Background: an optimization exercise with open tools, aiming at small area. Do not read the settings as production practice.
Only simulation tests tie the RTL to the original design; equivalence was not proved.
Power is estimated from default activity; no workload was simulated.

--- flow/area4.abc ---
strash
balance
rewrite
refactor
balance
rewrite
rewrite -z
balance
refactor -z
rewrite -z
balance
dc2
&get -n
&st
&dch -f
&nf -R 1000 -a
&put
topo
--- config.mk ---
export PLATFORM = sky130hd
export DESIGN_NAME = top_stopwatch
export DESIGN_NICKNAME = top_stopwatch
export VERILOG_FILES = /design/flow/design.v
export SDC_FILE = /design/flow/constraint.sdc
export NUM_CORES = 4
export LEC_CHECK = 0
export CAP_MARGIN = 20
export CORE_MARGIN = 2
export CORE_UTILIZATION = 40
export SLEW_MARGIN = 20
--- flow/equiv.ys ---
# combinational equivalence of the two netlists, registers cut into ports
read_liberty -overwrite -ignore_miss_func @LIB@
read_verilog -overwrite @GOLD@
rename @TOP@ gold
read_verilog -overwrite @GATE@
rename @TOP@ gate
flatten gold gate
opt_clean
miter -equiv -flatten -make_outputs gold gate miter
hierarchy -top miter
sat -verify -prove trigger 0 miter
--- flow/abc.constr ---
set_driving_cell sky130_fd_sc_hd__buf_1
set_load 0.01
--- design.v ---
module clk_dll (
    rst,
    clk,
    quick,
    start_stop,
    tick
);
  input rst, clk, start_stop;
  input [3:0] quick;
  output tick;
  reg out_clk;
  reg pressed, enabled;
  reg [21:0] cnt_clk;
  function automatic ge_const(input [21:0] v, input [21:0] k);
    integer i;
    begin
      ge_const = 1'b1;
      for (i = 0; i < 22; i = i + 1)
        ge_const = k[i] ? (v[i] & ge_const) : (v[i] | ge_const);
    end
  endfunction
  wire q0 = (quick == 4'b0001);
  wire q1 = (quick == 4'b0010);
  wire q2 = (quick == 4'b0100);
  wire q3 = (quick == 4'b1000);
  wire q5 = (quick == 4'b0111);
  wire q4 = ~(q0 | q1 | q2 | q3 | q5);
  wire ge = (q0 & ge_const(cnt_clk, 22'd24)) | (q1 & ge_const(cnt_clk, 22'd249)) |
            (q2 & ge_const(cnt_clk, 22'd2499)) | (q3 & ge_const(cnt_clk, 22'd24999)) |
            (q4 & ge_const(cnt_clk, 22'd249999)) | (q5 & (&(cnt_clk | ~22'd2499999)));
  wire clr = enabled & ge;
  wire zero = ~|cnt_clk;
  wire [22:0] c;
  assign c[0] = enabled;
  genvar g;
  generate
    for (g = 0; g < 22; g = g + 1) begin : inc
      assign c[g+1] = c[g] & cnt_clk[g];
    end
  endgenerate
  assign tick = enabled & zero & ~out_clk;
  always @(posedge clk or negedge rst) begin
    if (!rst) begin
      enabled <= 1'b0;
      pressed <= 1'b0;
      out_clk <= 1'b0;
      cnt_clk <= 22'd0;
    end else begin
      enabled <= enabled ^ (pressed & ~start_stop);
      pressed <= start_stop;
      out_clk <= out_clk ^ (enabled & zero);
      cnt_clk <= (cnt_clk ^ c[21:0]) & {22{~clr}};
    end
  end
endmodule
module cnt_100 (
    rst,
    clk,
    en,
    last,
    s
);
  input rst, clk, en;
  output last;
  output reg [3:0] s;
  wire [3:0] t;   
  assign t[0] = s[3];
  assign t[1] = (~s[3] & ~s[2] & ~s[0]) | (s[2] & s[1] & ~s[0]);
  assign t[2] = (~s[3] & s[1]) | (~s[3] & s[2]);
  assign t[3] = ~s[2] | ~s[1];
  assign last = s[3] & ~s[2] & s[0];
  always @(posedge clk or negedge rst) begin
    if (!rst) s <= 4'b0;
    else s <= s ^ (t & {4{en}});
  end
endmodule
module cnt_60 (
    rst,
    clk,
    en,
    last,
    seg
);
  input rst, clk, en;
  output last;
  output [6:0] seg;
  reg [2:0] s;
  wire [2:0] t;   
  assign t[0] = ~s[2];
  assign t[1] = s[0];
  assign t[2] = s[0] | s[2];
  assign last = s[2] & ~s[1];
  assign seg[0] = s[0];
  assign seg[1] = s[2] & ~s[1];
  assign seg[2] = s[2] & s[1];
  assign seg[3] = s[0];
  assign seg[4] = s[0] | (~s[2] & s[1]) | (s[2] & ~s[1]);
  assign seg[5] = (~s[1] & s[0]) | (s[1] & ~s[0]);
  assign seg[6] = ~s[2] & ~s[1];
  always @(posedge clk or negedge rst) begin
    if (!rst) s <= 3'b0;
    else s <= s ^ (t & {3{en}});
  end
endmodule
module seg7 (
    digit,
    seg
);
  input [3:0] digit;
  output [6:0] seg;
  assign seg[0] = digit[1] & ~digit[0];
  assign seg[1] = digit[2] & ~digit[1];
  assign seg[2] = ~digit[3] & digit[1];
  assign seg[3] = digit[3] & ~digit[0];
  assign seg[4] = digit[3];
  assign seg[5] = (digit[1] & digit[0]) | (digit[3] & ~digit[2] & ~digit[0]);
  assign seg[6] = ~digit[2] & ~digit[0];
endmodule
module top_stopwatch (
    rst,
    clk,
    quick,
    start_stop,
    seg_s001,
    seg_s01,
    seg_s1,
    seg_s10,
    seg_m1,
    seg_m10
);
  input rst, clk, start_stop;
  input [3:0] quick;
  output [6:0] seg_s001, seg_s01, seg_s1, seg_s10, seg_m1, seg_m10;
  wire [3:0] d0, d1, d2, d4, d5;
  wire tick, l0, l1, l2, l3, l4, l5;
  clk_dll u0 (rst, clk, quick, start_stop, tick);
  wire e1 = tick & l0;
  wire e2 = e1 & l1;
  wire e3 = e2 & l2;
  wire e4 = e3 & l3;
  wire e5 = e4 & l4;
  cnt_100 u1 (rst, clk, tick, l0, d0);
  cnt_100 u2 (rst, clk, e1, l1, d1);
  cnt_100 u3 (rst, clk, e2, l2, d2);
  cnt_60 u4 (rst, clk, e3, l3, seg_s10);
  cnt_100 u5 (rst, clk, e4, l4, d4);
  cnt_100 u6 (rst, clk, e5, l5, d5);
  seg7 s001 (d0, seg_s001);
  seg7 s01 (d1, seg_s01);
  seg7 s1 (d2, seg_s1);
  seg7 m1 (d4, seg_m1);
  seg7 m10 (d5, seg_m10);
endmodule
--- flow/area5.abc ---
strash
dc2
dc2
&get -n
&st
&dch -f
&nf -R 1000 -a -E 1000
&put
topo
--- flow/synth_alt.ys ---
# an alternative synthesis of the design, without the half-adder extraction;
# its registers must come out as the standard synthesis's (checked after)
read_verilog -defer -sv @DESIGN@
hierarchy -check -top @TOP@
synth -flatten -nofsm -noshare -top @TOP@ -extra-map @FLOW@/platforms/common/lcu_kogge_stone.v
rename -wire
opt -purge
techmap
opt -fast -purge
dfflibmap -liberty @LIB@ -dont_use *lpflow* -dont_use *probe*
opt
setundef -zero
abc -script @ABC@ -liberty @LIB@ -dont_use *lpflow* -dont_use *probe* -constr @CONSTR@ -D 10000
opt_clean -purge
splitnets
opt_clean -purge
hilomap -singleton -hicell sky130_fd_sc_hd__conb_1 HI -locell sky130_fd_sc_hd__conb_1 LO
insbuf -buf sky130_fd_sc_hd__buf_4 A X
rename -hide w:*$func$*
tee -o @OUT@.stat stat -liberty @LIB@
write_verilog -noattr -nohex -nodec @OUT@
--- flow/area8.abc ---
strash
ifraig
dc2
balance
rewrite
refactor
balance
rewrite -z
balance
refactor -z
rewrite -z
balance
dc2
&get -n
&st
&dch -f
&nf -R 1000 -a
&put
topo
--- flow/area1.abc ---
strash
dc2
dc2
&get -n
&st
&dch -f
&nf -R 1000 -a
&put
topo
--- constraint.sdc ---
create_clock -name core_clock -period 10.0 [get_ports {clk}]
set_input_delay 2.0000 -clock core_clock [delete_from_list [all_inputs] [get_ports {clk}]]
set_output_delay 2.0000 -clock core_clock [all_outputs]
set_load 0.01 [all_outputs]
--- flow/cutregs.py ---
#!/usr/bin/env python3
"""Turn a flat gate netlist into a purely combinational one for an equivalence
check: every register instance (sky130 df* cell) is removed, its outputs become
top-level inputs and its inputs top-level outputs, named after the instance."""
import re
import sys

src, dst, top = sys.argv[1], sys.argv[2], sys.argv[3]
text = open(src).read()
inst = re.compile(r"^\s*(sky130_fd_sc_hd__df\w+)\s+(\\\S+|\w+)\s*\((.*?)\);\s*$", re.M | re.S)
pin = re.compile(r"\.(\w+)\s*\(\s*(.*?)\s*\)\s*(?:,|$)", re.S)
outs_of = {"Q", "Q_N"}
ports, assigns = [], []
n = 0


def cut(m):
    global n
    cell, name, body = m.group(1), m.group(2), m.group(3)
    tag = re.sub(r"[^A-Za-z0-9_]", "_", name.lstrip("\\"))
    for p, net in pin.findall(body):
        if p in ("CLK", "CLK_N") or not net:
            continue
        port = f"cut_{tag}_{p}"
        if p in outs_of:
            ports.append(f"  input {port};")
            assigns.append(f"  assign {net} = {port};")
        else:
            ports.append(f"  output {port};")
            assigns.append(f"  assign {port} = {net};")
    n += 1
    return ""


text = inst.sub(cut, text)
head = re.compile(r"(module\s+" + re.escape(top) + r"\s*\()(.*?)(\);)", re.S)
names = [p.split()[-1].rstrip(";") for p in ports]
text = head.sub(lambda m: m.group(1) + m.group(2) + "".join(", " + x for x in names) + m.group(3), text, count=1)
end = text.rfind("endmodule")
text = text[:end] + "\n".join(ports + assigns) + "\n" + text[end:]
open(dst, "w").write(text)
print(f"cut {n} registers")
--- flow/area7.abc ---
strash
ifraig
dc2
dc2
dc2
&get -n
&st
&dch -f
&nf -R 1000 -a
&put
topo
--- flow/area11.abc ---
strash
dc2
dc2
dc2
dc2
&get -n
&st
&dch -f
&nf -R 1000 -a
&put
topo
--- flow/run.sh ---
#!/bin/bash
# Own flow: the standard synthesis; then smaller netlists with the same
# registers (names and cell types as the standard synthesis made them), from
# ABC area mapping of the logic between the registers; the smallest one proven
# equal to the standard netlist goes through the standard layout steps,
# from floorplan to finish. Each tool's output goes to a log file here.
set -euo pipefail
W=$PWD
R=$W/orfs/results/${FLOW_PLATFORM:-sky130hd}/top_stopwatch/base
YOSYS=$FLOW_HOME/../tools/install/yosys/bin/yosys
[ -x "$YOSYS" ] || YOSYS=$(command -v yosys)
LIB=$FLOW_HOME/platforms/sky130hd/lib/sky130_fd_sc_hd__tt_025C_1v80.lib

# 1. standard synthesis (up to the Yosys netlist)
bash standard.sh "$R/1_2_yosys.v" > $W/std_synth.log 2>&1
cp "$R/1_2_yosys.v" $W/std_yosys.v

# 2. candidate netlists, each with the standard synthesis's registers:
#    (a) the standard netlist's combinational logic mapped again by ABC;
#    (b) the design synthesized again without half-adder extraction.
#    Each with a few ABC area scripts.
fill() {
  sed -e "s|@LIB@|$LIB|g" -e "s|@IN@|$W/std_yosys.v|g" -e "s|@DESIGN@|$W/design.v|g" \
      -e "s|@OUT@|$2|g" -e "s|@ABC@|$3|g" -e "s|@CONSTR@|$W/flow/abc.constr|g" \
      -e "s|@FLOW@|$FLOW_HOME|g" -e "s|@TOP@|$FLOW_TOP|g" "$1"
}
: > $W/cand_areas.txt
for abc in $W/flow/area*.abc; do
  k=$(basename $abc .abc)
  for kind in remap alt; do
    ys=$W/flow/remap.ys; [ $kind = alt ] && ys=$W/flow/synth_alt.ys
    out=$W/cand_${kind}_$k.v
    fill $ys $out $abc > $W/cand_${kind}_$k.ys
    "$YOSYS" -s $W/cand_${kind}_$k.ys > $W/cand_${kind}_$k.log 2>&1 || continue
    a=$(sed -n "s/.*Chip area for module.*: *\([0-9.]*\).*/\1/p" $out.stat | head -1)
    [ -n "$a" ] && echo "$a $out" >> $W/cand_areas.txt
  done
done
sort -n $W/cand_areas.txt > $W/cand_sorted.txt

# 3. take the smallest candidate that is proven equal to the standard netlist,
#    register by register (registers cut into ports, SAT on the miter)
python3 $W/flow/cutregs.py $W/std_yosys.v $W/cut_std.v "$FLOW_TOP" > $W/cutregs.log 2>&1
chosen=""
while read -r a cand; do
  python3 $W/flow/cutregs.py $cand $W/cut_cand.v "$FLOW_TOP" >> $W/cutregs.log 2>&1 || continue
  sed -e "s|@LIB@|$LIB|g" -e "s|@GOLD@|$W/cut_std.v|g" -e "s|@GATE@|$W/cut_cand.v|g" \
      -e "s|@TOP@|$FLOW_TOP|g" $W/flow/equiv.ys > $W/equiv_run.ys
  if "$YOSYS" -s $W/equiv_run.ys > $W/equiv_$(basename $cand .v).log 2>&1; then
    chosen=$cand; echo "chosen $a $cand" >> $W/cand_areas.txt; break
  fi
  echo "not equal: $cand" >> $W/cand_areas.txt
done < $W/cand_sorted.txt
if [ -z "$chosen" ]; then chosen=$W/std_yosys.v; echo "chosen the standard netlist" >> $W/cand_areas.txt; fi
cp $chosen $W/remap.v

# 4. the standard layout from the remapped netlist; each port still gets
#    its own buffer, the smallest one (the outputs drive 0.01 pF)
export BUFFER_PORTS_ARGS="-buffer_cell sky130_fd_sc_hd__buf_1"
# clock tree arguments, when flow/cts_args gives them
if [ -s $W/flow/cts_args ]; then export CTS_ARGS="$(cat $W/flow/cts_args)"; fi
cp $W/remap.v "$R/1_2_yosys.v"
rm -f "$R/1_synth.odb" "$R/1_synth.sdc"
bash standard.sh > $W/std_layout.log 2>&1
test -s $W/out/final.def
--- flow/remap.ys ---
read_liberty -overwrite -ignore_miss_func @LIB@
read_verilog -overwrite @IN@
hierarchy -top @TOP@
# registers and tie cells stay as they are; every other cell becomes logic
setattr -mod -set keep_hierarchy 1 sky130_fd_sc_hd__df* sky130_fd_sc_hd__conb_1
flatten
opt_clean -purge
tee -o @OUT@.before.stat stat
abc -script @ABC@ -liberty @LIB@ -dont_use *lpflow* -dont_use *probe* -constr @CONSTR@ -D 10000
opt_clean -purge
splitnets
opt_clean -purge
hilomap -singleton -hicell sky130_fd_sc_hd__conb_1 HI -locell sky130_fd_sc_hd__conb_1 LO
insbuf -buf sky130_fd_sc_hd__buf_4 A X
select @TOP@
tee -o @OUT@.stat stat -liberty @LIB@
write_verilog -noattr -nohex -nodec -selected @OUT@
--- standard.sh ---
#!/bin/bash
# synth_recipe.tcl (not shown) runs the flow's synth.tcl, then flattens the netlist and writes it again
# the make line also repeats each setting of config.mk as NAME=value (left out here)
make -C /OpenROAD-flow-scripts/flow DESIGN_CONFIG=/design/flow/config.mk WORK_HOME=/design/flow/orfs CLKGATE_MAP_FILE= SYNTH_SCRIPT=/design/flow/synth_recipe.tcl "${@:-finish}"
--- flow/cts_args ---
-sink_clustering_enable -sink_clustering_size 50 -sink_clustering_max_diameter 300 -buf_list sky130_fd_sc_hd__clkbuf_8 -dont_use_dummy_load -repair_clock_nets
==> flow_summary.ini, run 1 <==
[critical_path]
slowest_delay_ns = 0.54
worstSetupPathType = reg2reg
rrSetupSlack_ns = 5.66
r2r-end = u6.s[0]$_DFF_PN0_
endpoint_kind = flop
crit_end = u6.s[0]$_DFF_PN0_
cp_cell_sequence = or4_1 -> or4_1 -> nor4_1 -> nand4_1 -> or3_1 -> nor2_1 -> and3_1 -> and3_1 -> nand3_1 -> nor2b_1 -> and3_1 -> nand2_1 -> a22o_1
critical-path-top-delay-family = simple AND/OR/NAND/NOR gates
worst-path-buf-inv = 0
crit_arrival_ns = 4.51
ff2ff_path_depth = 13
r2r-start = u0.cnt_clk[18]$_DFF_PN0_
crit_fanout = 7
cp_data_required_time_ns = 10.17
crit_start = u0.cnt_clk[18]$_DFF_PN0_
cp_num_cells = 13
cpMostUsedCell = and3_1
cpMaxStageDelayCell = or4_1
startpoint_type = flop

[pwr]
comb_power_share_pct = 32.8
share_seq_of_total_power_pct = 49.8
cellPowerDensity_mw_per_mm2 = 207
leakage_nw = 1.30
p_clk_share_pct = 17.5
vdd_ir_drop_max_uv = 119
finalPower_uw = 583
internal-power_uw = 361
sw_frac_of_total_pct = 38.1
power_switching_uw = 222

[min_path]
hold_class = reg2reg

[drt]
firstDrtPassIters = 4
drt-total-wl_um = 4830
vias = 2129
post_drt_wl_per_cell_um = 11.8
via_per_inst = 5.18
drtIter0Drc = 137
ant_nets = 0
drc = 0

[place]
io_buffers = 48
gp_routability_congestion = 0.791
hpwl_um = 3570

[cts]
cts-root-buf = clkbuf_8
clock-sinks = 48
clk_latency_ns = 0.30
cts_buffer_depth = 2
cts_buffers = 5
htreeDepth = 2
clkSlewWorstSetupHoldPaths_ns = 0.08
postCtsSetupBuffers = 0
cts_tree = done
cts_resized = 0
cts_hold_buf = 0

[timing]
hold_viol_final = 0
layout_min_cycle_time_ns = 4.34
clock_skew_ns = 0.0160
clock.fmax_mhz = 230
drv_slew = 0
rsz0062_at_grt = false
finalSetupTns_ns = 0
min_period_over_period_pct = 43.4
worst_pin_slew_ns = 0.857
slew_headroom_pct = 42.9
report.final.setup_viol = 0

[layout]
antenna_cells = 0
layout_commonest_cell = nor2_1
layout.nets = 345
synthToLayoutAreaGrowth_pct = 14.0
final_cell_mix = 55 x nor2_1, 48 x dfrtp_1, 47 x buf_1
drive_above_1_share_pct = 2.08

[outcome]
status = timing/DRC/antenna clean

[run]
max-cap-violations = 0

[global_route]
grt_pass1_vias = 1890
grt_max_degree = 49
grt_usage_pct = 15.4
antenna_found_initial = 0
overflow = 0
grt_pass1_wl_um = 8240

[floorplan]
rows = 28
pin_count = 49
coreArea_mm2 = 0.00596
die_h_um = 82.5
die_area_mm2 = 0.00681
start_util_pct = 41.4
die_w_um = 82.5

[yosys]
syn_avg_cell_area_um2 = 8.71
synthCells = 283
synth_area_mm2 = 0.00247
syn_nets = 290
ys_warn_count = 3
[sequential cells by signal (all words and copies together), names as in the netlist]
register    count
u0.pressed      1
u2.s            4
u0.out_clk      1
u6.s            4
u5.s            4
u1.s            4
u4.s            3
u0.cnt_clk     22
u3.s            4
u0.enabled      1
[metrics by stage]
step / setup WS, ns / cell area (um^2) / utilization (%) / hold slack [ns] / std cells
6_report: 5.66 / 2810 / 47.2 / 0.501 / 411
5_1_grt: 5.25 / 2810 / 47.2 / 0.533 / 411
3_5_place_dp: 5.64 / 2740 / 46.0 / 0.487 / 406
3_3_place_gp: 5.75 / 2740 / 46.0 / 0.480 / 406
4_1_cts: 5.62 / 2810 / 47.2 / 0.507 / 411
2_1_floorplan: 6.14 / 2470 / - / 0.461 / 283
[worst min-delay path by stage]
stage / to / startpoint / slack, ns / cells after the start
after CTS: u0.out_clk$_DFF_PN0_ / u0.out_clk$_DFF_PN0_ / 0.51 / 2
after floorplan: u0.out_clk$_DFF_PN0_ / u0.out_clk$_DFF_PN0_ / 0.46 / 2
after global placement: u0.out_clk$_DFF_PN0_ / u0.out_clk$_DFF_PN0_ / 0.48 / 2
after detailed placement: u0.out_clk$_DFF_PN0_ / u0.out_clk$_DFF_PN0_ / 0.49 / 2
after global routing: u0.out_clk$_DFF_PN0_ / u0.out_clk$_DFF_PN0_ / 0.53 / 2
final: u0.out_clk$_DFF_PN0_ / u0.out_clk$_DFF_PN0_ / 0.50 / 2
[area by class of cell]
| cell class | count | area, um^2 |
|---|---|---|
| fillers | 614 | 3150 |
| multi-input cells | 227 | 1230 |
| flip-flops and latches | 48 | 1200 |
| repair buffers | 49 | 189 |
| well taps | 75 | 93.8 |
| clock buffers | 5 | 68.8 |
| inverters | 7 | 26.3 |
[tightest hold or removal path, cell delays in order, from the launching register on]
cell and delay [ns]:
dfrtp_1 0.36, nand2_1 0.05, nand2_1 0.05
[power groups by stage]
stage                     clock network (mW)  registers, mW  logic (mW)
after floorplan                            0          0.281       0.146
after global placement                     0          0.293       0.193
after detailed placement                   0          0.293       0.192
after CTS                              0.107          0.290       0.194
after global routing                   0.116          0.301       0.218
final                                  0.102          0.290       0.191
[routing by layer]
layer | vias up | GRT usage (%) | share of wire, %
li1 | 1095 | - | -
met5 | - | 0 | 0
met1 | 986 | 20.7 | 50
met3 | 5 | 3.26 | 4.0
met4 | 0 | 3.93 | 0.81
met2 | 43 | 25.2 | 46
==> run 2: changes to the inputs <==
==> flow/cts_args (replaced) <==
-sink_clustering_enable -sink_clustering_size 30 -buf_list sky130_fd_sc_hd__clkbuf_8 -dont_use_dummy_load -repair_clock_nets
==> run 2 against run 1 <==
Sequential power is essentially flat. Still clean. Synthesized cell count is the same. Total power is the same. Clock power is essentially flat. Final cell count is the same. Worst setup slack is the same. Combinational power is essentially flat. First-iteration DRC count is the same. Routed wire length is the same. Global-route usage is the same. Area after synthesis is the same. Clock skew is the same.
==> flow_summary.ini, run 2 <==
[outcome]
status = timing/DRC/antenna clean

[global_route]
use_met1_pct = 20.7
use_met2_pct = 25.2
met3_usage_pct = 3.26
grt_usage_pct = 15.4
overflow = 0
grt_pass1_wl_um = 8240
antenna_found_initial = 0
busiest_layer = met2
grt_pass1_vias = 1890
grt_max_degree = 49

[drt]
drt-total-wl_um = 4830
drc = 0
drtIter0Drc = 137
via_per_inst = 5.18
vias = 2129
ant_nets = 0
post_drt_wl_per_cell_um = 11.8
firstDrtPassIters = 4

[timing]
rsz0062_at_grt = false
worst_pin_slew_ns = 0.857
drv_slew = 0
min_period_over_period_pct = 43.4
clock_skew_ns = 0.0160
slew_headroom_pct = 42.9
hold_viol_final = 0
clock.fmax_mhz = 230
whs_ns = 0.501
report.final.setup_viol = 0
layout_min_cycle_time_ns = 4.34
finalSetupTns_ns = 0

[critical_path]
worstSetupPathType = reg2reg
critical-path-top-delay-family = simple AND/OR/NAND/NOR gates
crit_fanout = 7
endpoint_kind = flop
crit_arrival_ns = 4.51
rrSetupSlack_ns = 5.66
cpMostUsedCell = and3_1
worst-path-buf-inv = 0
cp_data_required_time_ns = 10.17
cp_cell_sequence = or4_1 -> or4_1 -> nor4_1 -> nand4_1 -> or3_1 -> nor2_1 -> and3_1 -> and3_1 -> nand3_1 -> nor2b_1 -> and3_1 -> nand2_1 -> a22o_1
slowest_delay_ns = 0.54
cpMaxStageDelayCell = or4_1
startpoint_type = flop

[cts]
htreeDepth = 2
cts_hold_buf = 0
cts_buffers = 5
postCtsSetupBuffers = 0
cts_resized = 0
clock-sinks = 48
cts_buffer_depth = 2
clkSlewWorstSetupHoldPaths_ns = 0.08
cts-root-buf = clkbuf_8
cts_tree = done
clk_latency_ns = 0.30

[floorplan]
die_w_um = 82.5
die_area_mm2 = 0.00681
die_h_um = 82.5
coreArea_mm2 = 0.00596
start_util_pct = 41.4
rows = 28
pin_count = 49

[yosys]
ys_warn_count = 3
synthCells = 283
syn_nets = 290
syn_avg_cell_area_um2 = 8.71
synth_area_mm2 = 0.00247

[place]
hpwl_um = 3570
placed_cell_area_mm2 = 0.00274
io_buffers = 48
gp_routability_congestion = 0.791
placed_cells = 406

[min_path]
hold_class = reg2reg

[run]
max-cap-violations = 0

[layout]
ff_latch_area_mm2 = 0.00120
drive_above_1_share_pct = 2.08
antenna_cells = 0
multiInputGateArea_mm2 = 0.00123
final_cell_mix = 55 x nor2_1, 48 x dfrtp_1, 47 x buf_1
synthToLayoutAreaGrowth_pct = 14.0
design_area_mm2 = 0.00281
largest_register_ff_count = 22
layout_commonest_cell = nor2_1
final-instance-count-excl-fill = 411
layout.nets = 345
fill_cells = 614
final_util_pct = 47.2
top_register = u0.cnt_clk

[pwr]
leakage_nw = 1.30
vdd_ir_drop_max_uv = 119
cellPowerDensity_mw_per_mm2 = 207
==> run 2: power breakdown <==
part	internal, mW	switching [mW]
clock	0.0452	0.0567
combinational	0.0819	0.109
sequential	0.234	0.0564
total	0.361	0.222
==> run 2: worst paths after layout <==
check,startpoint,endpoint,cells after the start
max,u0.cnt_clk[18]$_DFF_PN0_,u6.s[0]$_DFF_PN0_,13
min,u0.out_clk$_DFF_PN0_,u0.out_clk$_DFF_PN0_,2
max reg2reg,u0.cnt_clk[18]$_DFF_PN0_,u6.s[0]$_DFF_PN0_,13
min reg2reg,u0.out_clk$_DFF_PN0_,u0.out_clk$_DFF_PN0_,2
max in group asynchronous,rst,u0.cnt_clk[19]$_DFF_PN0_,2
min in group asynchronous,rst,u4.s[0]$_DFF_PN0_,2
==> run 2: metrics by stage <==
stage | worst slack, ns | total power, mW
3_5_place_dp | 5.64 | 0.486
4_1_cts | 5.62 | 0.591
2_1_floorplan | 6.14 | 0.427
6_report | 5.66 | 0.583
3_3_place_gp | 5.75 | 0.486
5_1_grt | 5.25 | 0.634
==> run 2: metal layers <==
layer / part of all wire (%) / vias up / routed length (um)
met2: 46 / 43 / 2200
met5: 0 / - / 0
met1: 50 / 986 / 2400
li1: - / 1095 / -
met3: 4.0 / 5 / 192
met4: 0.81 / 0 / 39
==> run 2: layout make-up <==
| class | count | area share [%] |
|---|---|---|
| Clock buffer | 5 | 2.45 |
| Inverter | 7 | 0.935 |
| Multi-Input combinational cell | 227 | 43.8 |
| Sequential cell | 48 | 42.7 |
| Tap cell | 75 | 3.34 |
| Timing Repair Buffer | 49 | 6.72 |
==> run 2: worst reg2reg max path: cells and delay by family (launching register included) <==
kind,cells,cell delay (ns)
compound gates,1,0.23
flops,1,0.44
simple gates,12,3.57
==> run 3: changes to the inputs <==
==> flow/area12.abc (new file) <==
strash
dc2
dc2
dc2
dc2
dc2
dc2
&get -n
&st
&dch -f
&nf -R 1000 -a
&put
topo
==> run 3 against run 2 <==
Area after synthesis is 1.3% lower. Worst hold slack lost 0.0044 ns. Critical path depth shrank 2. Die area fell by 1.2%. Count of clock-buffer cells in the layout is the same. Routed wire length is 1.7% higher. Final cell count is 4.1% lower. Worst setup slack worse by 0.091 ns. Sequential power hardly changed. Non-clock buffer count is the same. Critical endpoint is now u6.s[1]$_DFF_PN0_.
==> flow_summary.ini, run 3 <==
[outcome]
status = timing/DRC/antenna clean

[yosys]
ys_warn_count = 3
syn_avg_cell_area_um2 = 9.15
syn_nets = 273
synthCells = 266
synth_area_mm2 = 0.00243

[cts]
cts_buffers = 5
postCtsSetupBuffers = 0
clock-sinks = 48
clkSlewWorstSetupHoldPaths_ns = 0.08
cts-root-buf = clkbuf_8
cts_tree = done
cts_resized = 0
clk_latency_ns = 0.29
cts_hold_buf = 0
htreeDepth = 2
cts_buffer_depth = 2

[pwr]
vdd_ir_drop_max_uv = 120
leakage_nw = 1.24
cellPowerDensity_mw_per_mm2 = 206

[global_route]
grt_pass1_wl_um = 8340
antenna_found_initial = 0
grt_pass1_vias = 1887
grt_max_degree = 49
grt_usage_pct = 15.9
overflow = 0

[layout]
antenna_cells = 0
fill_cells = 610
drive_above_1_share_pct = 2.19
layout_commonest_cell = dfrtp_1
top_register = u0.cnt_clk
layout.nets = 328
final_cell_mix = 48 x dfrtp_1, 47 x buf_1, 44 x nor2_1
largest_register_ff_count = 22
synthToLayoutAreaGrowth_pct = 14.1

[place]
hpwl_um = 3560
io_buffers = 48
gp_routability_congestion = 0.777

[drt]
vias = 2089
via_per_inst = 5.30
post_drt_wl_per_cell_um = 12.5
drt-total-wl_um = 4920
firstDrtPassIters = 4
ant_nets = 0
drtIter0Drc = 62
drc = 0

[critical_path]
startpoint_type = flop
cp_data_required_time_ns = 10.22
endpoint_kind = flop
crit_arrival_ns = 4.65
crit_fanout = 9
worstSetupPathType = reg2reg

[run]
max-cap-violations = 0

[floorplan]
coreArea_mm2 = 0.00589
start_util_pct = 41.4
die_area_mm2 = 0.00673
die_h_um = 82.0
die_w_um = 82.0
rows = 28
pin_count = 49

[timing]
finalSetupTns_ns = 0
slew_headroom_pct = 43.2
worst_pin_slew_ns = 0.852
min_period_over_period_pct = 44.3
whs_ns = 0.496
hold_viol_final = 0
drv_slew = 0
layout_min_cycle_time_ns = 4.43
rsz0062_at_grt = false
report.final.setup_viol = 0
clock.fmax_mhz = 226
clock_skew_ns = 0.0138

[min_path]
hold_class = reg2reg
==> run 3: path summary, 6_finish.rpt <==
check                                         startpoint                 endpoint  slack (ns)  cells after the start
worst max-delay path            u0.cnt_clk[19]$_DFF_PN0_        u6.s[1]$_DFF_PN0_        5.57                     11
worst min-delay path                u0.out_clk$_DFF_PN0_     u0.out_clk$_DFF_PN0_        0.50                      1
worst min register to register      u0.out_clk$_DFF_PN0_     u0.out_clk$_DFF_PN0_        0.50                      1
worst max register to register  u0.cnt_clk[19]$_DFF_PN0_        u6.s[1]$_DFF_PN0_        5.57                     11
min in group asynchronous                            rst  u0.cnt_clk[3]$_DFF_PN0_        1.80                      2
max in group asynchronous                            rst  u0.cnt_clk[9]$_DFF_PN0_        7.78                      2
==> run 3: power breakdown <==
group	switching, mW	total [mW]	internal, mW	leakage (nW)
combinational	0.107	0.181	0.0739	0.558
clock	0.0567	0.102	0.0452	0.0359
sequential	0.0578	0.291	0.233	0.650
==> run 3: layout make-up <==
class	count	area (um^2)	area share, %
timing repair buffer	49	189	6.80
tap	75	93.8	3.38
inverter	11	41.3	1.49
clock buffer	5	68.8	2.48
sequential	48	1200	43.2
multi-input combinational	206	1180	42.6
==> run 3: per-stage QoR <==
step           utilization [%]  power, mW  instance area [um^2]  setup WS [ns]  std cells
3_3_place_gp              46.0      0.473                  2710           5.70        389
5_1_grt                   47.2      0.620                  2780           5.15        394
2_1_floorplan                -      0.413                  2430           6.08        266
3_5_place_dp              46.0      0.475                  2710           5.57        389
4_1_cts                   47.2      0.580                  2780           5.56        394
6_report                  47.2      0.574                  2780           5.57        394
==> run 3: worst max-delay path, cell delays in order (launching register included) <==
cell,delay [ns]
dfrtp_1,0.41
or4_1,0.54
or4_1,0.43
or4_1,0.47
nor4_1,0.59
and3_1,0.41
and3_1,0.30
nand3_1,0.18
nor2b_1,0.41
nand3_1,0.21
nor3b_1,0.27
xnor2_1,0.14
==> run 3: routing by layer <==
layer / GRT usage, % / wire length (um) / share of wire, % / up-vias
li1: - / - / - / 1062
met1: 21.3 / 2430 / 49 / 989
met2: 25.9 / 2270 / 46 / 33
met3: 2.86 / 164 / 3.3 / 5
met4: 5.50 / 58 / 1.2 / 0
met5: 0 / 0 / 0 / -
==> run 4: changes to the inputs <==
==> flow/cts_args (replaced) <==
-sink_clustering_enable -buf_list sky130_fd_sc_hd__clkbuf_4 -root_buf sky130_fd_sc_hd__clkbuf_8 -dont_use_dummy_load -repair_clock_nets
==> run 4 against run 3 <==
Via count unchanged. Still clean. Register-to-register slack about the same. Die area unchanged. Sequential cell count unchanged. Clock skew unchanged. Total power unchanged. Sequential share of layout area unchanged. Design area unchanged. Worst setup slack unchanged. Utilization unchanged. Routed wire length unchanged.
==> flow_summary.ini, run 4 <==
[timing]
finalSetupTns_ns = 0
whs_ns = 0.496
clock_skew_ns = 0.0138
drv_slew = 0
layout_min_cycle_time_ns = 4.43
min_period_over_period_pct = 44.3
report.final.setup_viol = 0
worst_pin_slew_ns = 0.852
slew_headroom_pct = 43.2
clock.fmax_mhz = 226
rsz0062_at_grt = false
hold_viol_final = 0

[global_route]
grt_max_degree = 49
overflow = 0
grt_pass1_wl_um = 8340
grt_usage_pct = 15.9
antenna_found_initial = 0
grt_pass1_vias = 1887

[min_path]
hold_class = reg2reg

[pwr]
sw_frac_of_total_pct = 38.6
p_clk_share_pct = 17.8
share_seq_of_total_power_pct = 50.8
internal-power_uw = 353
cellPowerDensity_mw_per_mm2 = 206
leakage_nw = 1.24
vdd_ir_drop_max_uv = 120
power_switching_uw = 221
comb_power_share_pct = 31.5

[yosys]
syn_nets = 273
syn_avg_cell_area_um2 = 9.15
synth_area_mm2 = 0.00243
synthCells = 266
ys_warn_count = 3

[place]
placed_cells = 389
io_buffers = 48
gp_routability_congestion = 0.777
placed_cell_area_mm2 = 0.00271
hpwl_um = 3560

[layout]
multiInputGateArea_mm2 = 0.00118
final-instance-count-excl-fill = 394
fill_cells = 610
top_register = u0.cnt_clk
drive_above_1_share_pct = 2.19
layout.nets = 328
antenna_cells = 0
synthToLayoutAreaGrowth_pct = 14.1
ff_latch_area_mm2 = 0.00120
largest_register_ff_count = 22
design_area_mm2 = 0.00278
layout_commonest_cell = dfrtp_1
final_cell_mix = 48 x dfrtp_1, 47 x buf_1, 44 x nor2_1

[drt]
ant_nets = 0
drc = 0
firstDrtPassIters = 4
post_drt_wl_per_cell_um = 12.5
vias = 2089
via_per_inst = 5.30
drt-total-wl_um = 4920
drtIter0Drc = 62

[critical_path]
crit_fanout = 9
startpoint_type = flop
worstSetupPathType = reg2reg
cp_data_required_time_ns = 10.22
endpoint_kind = flop
crit_arrival_ns = 4.65

[floorplan]
die_area_mm2 = 0.00673
coreArea_mm2 = 0.00589
die_w_um = 82.0
pin_count = 49
start_util_pct = 41.4
die_h_um = 82.0
rows = 28

[cts]
htreeDepth = 2
clock-sinks = 48
cts_hold_buf = 0
clkSlewWorstSetupHoldPaths_ns = 0.08
cts_buffers = 5
clk_latency_ns = 0.29
cts_resized = 0
cts_tree = done
postCtsSetupBuffers = 0
cts-root-buf = clkbuf_8
cts_buffer_depth = 2

[outcome]
status = timing/DRC/antenna clean

[run]
max-cap-violations = 0
[run 4: cell counts in the layout (fill, tap and decap cells not counted)]
No cell type changed its count.
[run 4: per-layer routing]
metal,global-route usage (%),vias up,part of all wire [%]
met5,0,-,0
met4,5.50,0,1.2
met3,2.86,5,3.3
met2,25.9,33,46
met1,21.3,989,49
li1,-,1062,-
[run 4: cell type report]
class | instances | share of cell area [%]
flip-flops and latches | 48 | 43.2
multi-input cells | 206 | 42.6
repair buffers | 49 | 6.80
well taps | 75 | 3.38
clock buffers | 5 | 2.48
inverters | 11 | 1.49
[run 4: worst paths after layout]
check,startpoint,to,slack (ns),cells past startpoint
setup / recovery,u0.cnt_clk[19]$_DFF_PN0_,u6.s[1]$_DFF_PN0_,5.57,11
hold / removal,u0.out_clk$_DFF_PN0_,u0.out_clk$_DFF_PN0_,0.50,1
setup reg to reg,u0.cnt_clk[19]$_DFF_PN0_,u6.s[1]$_DFF_PN0_,5.57,11
hold reg to reg,u0.out_clk$_DFF_PN0_,u0.out_clk$_DFF_PN0_,0.50,1
max in group asynchronous,rst,u0.cnt_clk[9]$_DFF_PN0_,7.78,2
min in group asynchronous,rst,u0.cnt_clk[3]$_DFF_PN0_,1.80,2
[run 4: power by group through the flow]
| stage | combinational (mW) | sequential [mW] | clock, mW |
|---|---|---|---|
| after floorplan | 0.134 | 0.279 | 0 |
| after global placement | 0.180 | 0.293 | 0 |
| after detailed placement | 0.181 | 0.294 | 0 |
| after CTS | 0.182 | 0.290 | 0.107 |
| after global routing | 0.207 | 0.299 | 0.114 |
| final | 0.181 | 0.291 | 0.102 |
[run 4: stage by stage]
stage	utilization [%]	setup slack, ns	power (mW)
after floorplan	-	6.08	0.413
after CTS	47.2	5.56	0.580
after detailed placement	46.0	5.57	0.475
after global placement	46.0	5.70	0.473
after global routing	47.2	5.15	0.620
final	47.2	5.57	0.574
[run 4: critical path, cell delays in order (launching register included)]
cell and delay [ns]:
dfrtp_1 0.41, or4_1 0.54, or4_1 0.43, or4_1 0.47
nor4_1 0.59, and3_1 0.41, and3_1 0.30, nand3_1 0.18
nor2b_1 0.41, nand3_1 0.21, nor3b_1 0.27, xnor2_1 0.14
==> run 5: changes to the inputs <==
==> flow/cts_args (replaced) <==
-buf_list sky130_fd_sc_hd__clkbuf_16 -sink_clustering_enable -sink_clustering_size 50 -sink_clustering_max_diameter 500 -sink_buffer_max_cap_derate 1.0 -dont_use_dummy_load -repair_clock_nets
==> run 5 against run 4 <==
Still clean on timing, DRC and antenna. Count of clock-buffer cells in the layout did not move. Register-to-register slack barely moved. Global-route usage decreased by 0.093 points. First-iteration DRC count up 6.5%. Die area stayed put. Design area increased by 2.0%. Sequential share of layout area decreased by 0.86 points. Sequential cell count did not move. Maximum frequency is essentially flat. Critical path type unchanged. Largest power group unchanged.
==> flow_summary.ini, run 5 <==
[drt]
route.met2.wl_um = 2260
routed-wl-met3_um = 151
drc = 0
drtIter0Drc = 66
highest_layer = met4
wl_met1_um = 2460
post_drt_wl_per_cell_um = 12.5
vias = 2087
firstDrtPassIters = 4
via_per_inst = 5.30
ant_nets = 0
drt-total-wl_um = 4930

[pwr]
cellPowerDensity_mw_per_mm2 = 220
leakage_nw = 1.27
vdd_ir_drop_max_uv = 125

[yosys]
synth_area_mm2 = 0.00243
syn_nets = 273
ys_warn_count = 3
synthCells = 266
syn_avg_cell_area_um2 = 9.15

[place]
gp_routability_congestion = 0.777
io_buffers = 48
hpwl_um = 3560
place_ws_ns = 5.57

[critical_path]
endpoint_kind = flop
worstSetupPathType = reg2reg
crit_fanout = 9
startpoint_type = flop
crit_arrival_ns = 4.64
cp_data_required_time_ns = 10.21

[cts]
cts_buffer_depth = 2
cts_hold_buf = 0
clkSlewWorstSetupHoldPaths_ns = 0.06
cts-root-buf = clkbuf_16
cts_tree = done
cts_buffers = 5
cts_resized = 0
clk_latency_ns = 0.28
htreeDepth = 2
postCtsSetupBuffers = 0
clock-sinks = 48

[timing]
setup_ws_ns = 5.57
whs_ns = 0.495
rsz0062_at_grt = false
clock_skew_ns = 0.0100
clock.fmax_mhz = 226
worst_pin_slew_ns = 0.845
finalSetupTns_ns = 0
slew_headroom_pct = 43.7
min_period_over_period_pct = 44.3
report.final.setup_viol = 0
hold_viol_final = 0
drv_slew = 0
layout_min_cycle_time_ns = 4.43

[layout]
layout.nets = 328
antenna_cells = 0
largest_register_ff_count = 22
drive_above_1_share_pct = 2.19
multiInputGateArea_mm2 = 0.00118
layout_commonest_cell = dfrtp_1
top_register = u0.cnt_clk
synthToLayoutAreaGrowth_pct = 16.4
fill_cells = 608
ff_latch_area_mm2 = 0.00120
final_cell_mix = 48 x dfrtp_1, 47 x buf_1, 44 x nor2_1

[floorplan]
coreArea_mm2 = 0.00589
pin_count = 49
start_util_pct = 41.4
die_w_um = 82.0
die_h_um = 82.0
die_area_mm2 = 0.00673
rows = 28

[run]
max-cap-violations = 0

[outcome]
status = timing/DRC/antenna clean

[min_path]
hold_class = reg2reg

[global_route]
overflow = 0
grt_pass1_wl_um = 8320
grt_pass1_vias = 1890
grt_usage_pct = 15.8
grt_max_degree = 49
antenna_found_initial = 0
[run 5: layout make-up]
cell class	instances	share of cell area, %
flip-flops and latches	48	42.4
multi-input cells	206	41.8
inverters	11	1.46
clock buffers	5	4.41
repair buffers	49	6.66
well taps	75	3.31
[run 5: routing by layer]
metal / global-route usage (%) / vias to the layer above
li1: - / 1060
met1: 21.1 / 990
met2: 26.0 / 33
met3: 2.86 / 4
met4: 5.00 / 0
met5: 0 / -
[run 5: final timing paths]
kind	start	endpoint	slack, ns	depth (start not counted)
worst max-delay path	u0.cnt_clk[19]$_DFF_PN0_	u6.s[1]$_DFF_PN0_	5.57	11
worst min-delay path	u0.out_clk$_DFF_PN0_	u0.out_clk$_DFF_PN0_	0.49	1
worst max register to register	u0.cnt_clk[19]$_DFF_PN0_	u6.s[1]$_DFF_PN0_	5.57	11
worst min register to register	u0.out_clk$_DFF_PN0_	u0.out_clk$_DFF_PN0_	0.49	1
max in group asynchronous	rst	u0.cnt_clk[8]$_DFF_PN0_	7.77	2
min in group asynchronous	rst	u0.cnt_clk[3]$_DFF_PN0_	1.82	2
[run 5: report_power, final]
part / switching (mW) / leakage (nW) / internal (mW)
combinational: 0.107 / 0.558 / 0.0740
clock: 0.0618 / 0.0616 / 0.0883
sequential: 0.0579 / 0.650 / 0.234
[run 5: critical path, stage by stage, from the launching register on]
cell and delay, ns:
dfrtp_1 0.41, or4_1 0.54, or4_1 0.43, or4_1 0.48, nor4_1 0.59, and3_1 0.41
and3_1 0.29, nand3_1 0.18, nor2b_1 0.42, nand3_1 0.21, nor3b_1 0.27, xnor2_1 0.14
[run 5: through the flow]
step	total power, mW	instances	util, %	area (um^2)
final	0.623	394	48.2	2840
after global routing	0.668	394	48.2	2840
after CTS	0.628	394	48.2	2840
after detailed placement	0.475	389	46.0	2710
after global placement	0.473	389	46.0	2710
after floorplan	0.413	266	-	2430

==> port drivers added, routing unchanged <==
No port has a modelled driver above. Below, the same layouts with a new extraction and two added sets of constraints. Step 1 (the two cells are an assumption about what drives the block):
set clk [get_ports {clk}]
set_driving_cell -lib_cell sky130_fd_sc_hd__clkbuf_16 $clk
set_driving_cell -lib_cell sky130_fd_sc_hd__buf_2 [delete_from_list [all_inputs] $clk]
Step 2 moves the port delays by t, midway between the first and last clock arrival at a register: inputs arrive t later, outputs are due t later. That takes back most of the time a late clock gives input paths. a / b / c = ideal / step 1 / step 2; a / b = the first two.
run | t (ns) | slack for setup (ns) | hold slack, ns
run 1 | 0.315 | 5.660 / 5.660 / 5.660 | 0.501 / 0.501 / 0.501
run 2 | 0.315 | 5.660 / 5.660 / 5.660 | 0.501 / 0.501 / 0.501
run 3 | 0.314 | 5.568 / 5.568 / 5.568 | 0.496 / 0.496 / 0.496
run 4 | 0.314 | 5.568 / 5.568 / 5.568 | 0.496 / 0.496 / 0.496
run 5 | 0.309 | 5.565 / 5.565 / 5.565 | 0.495 / 0.495 / 0.495
After both steps setup and hold are still met in every run listed.
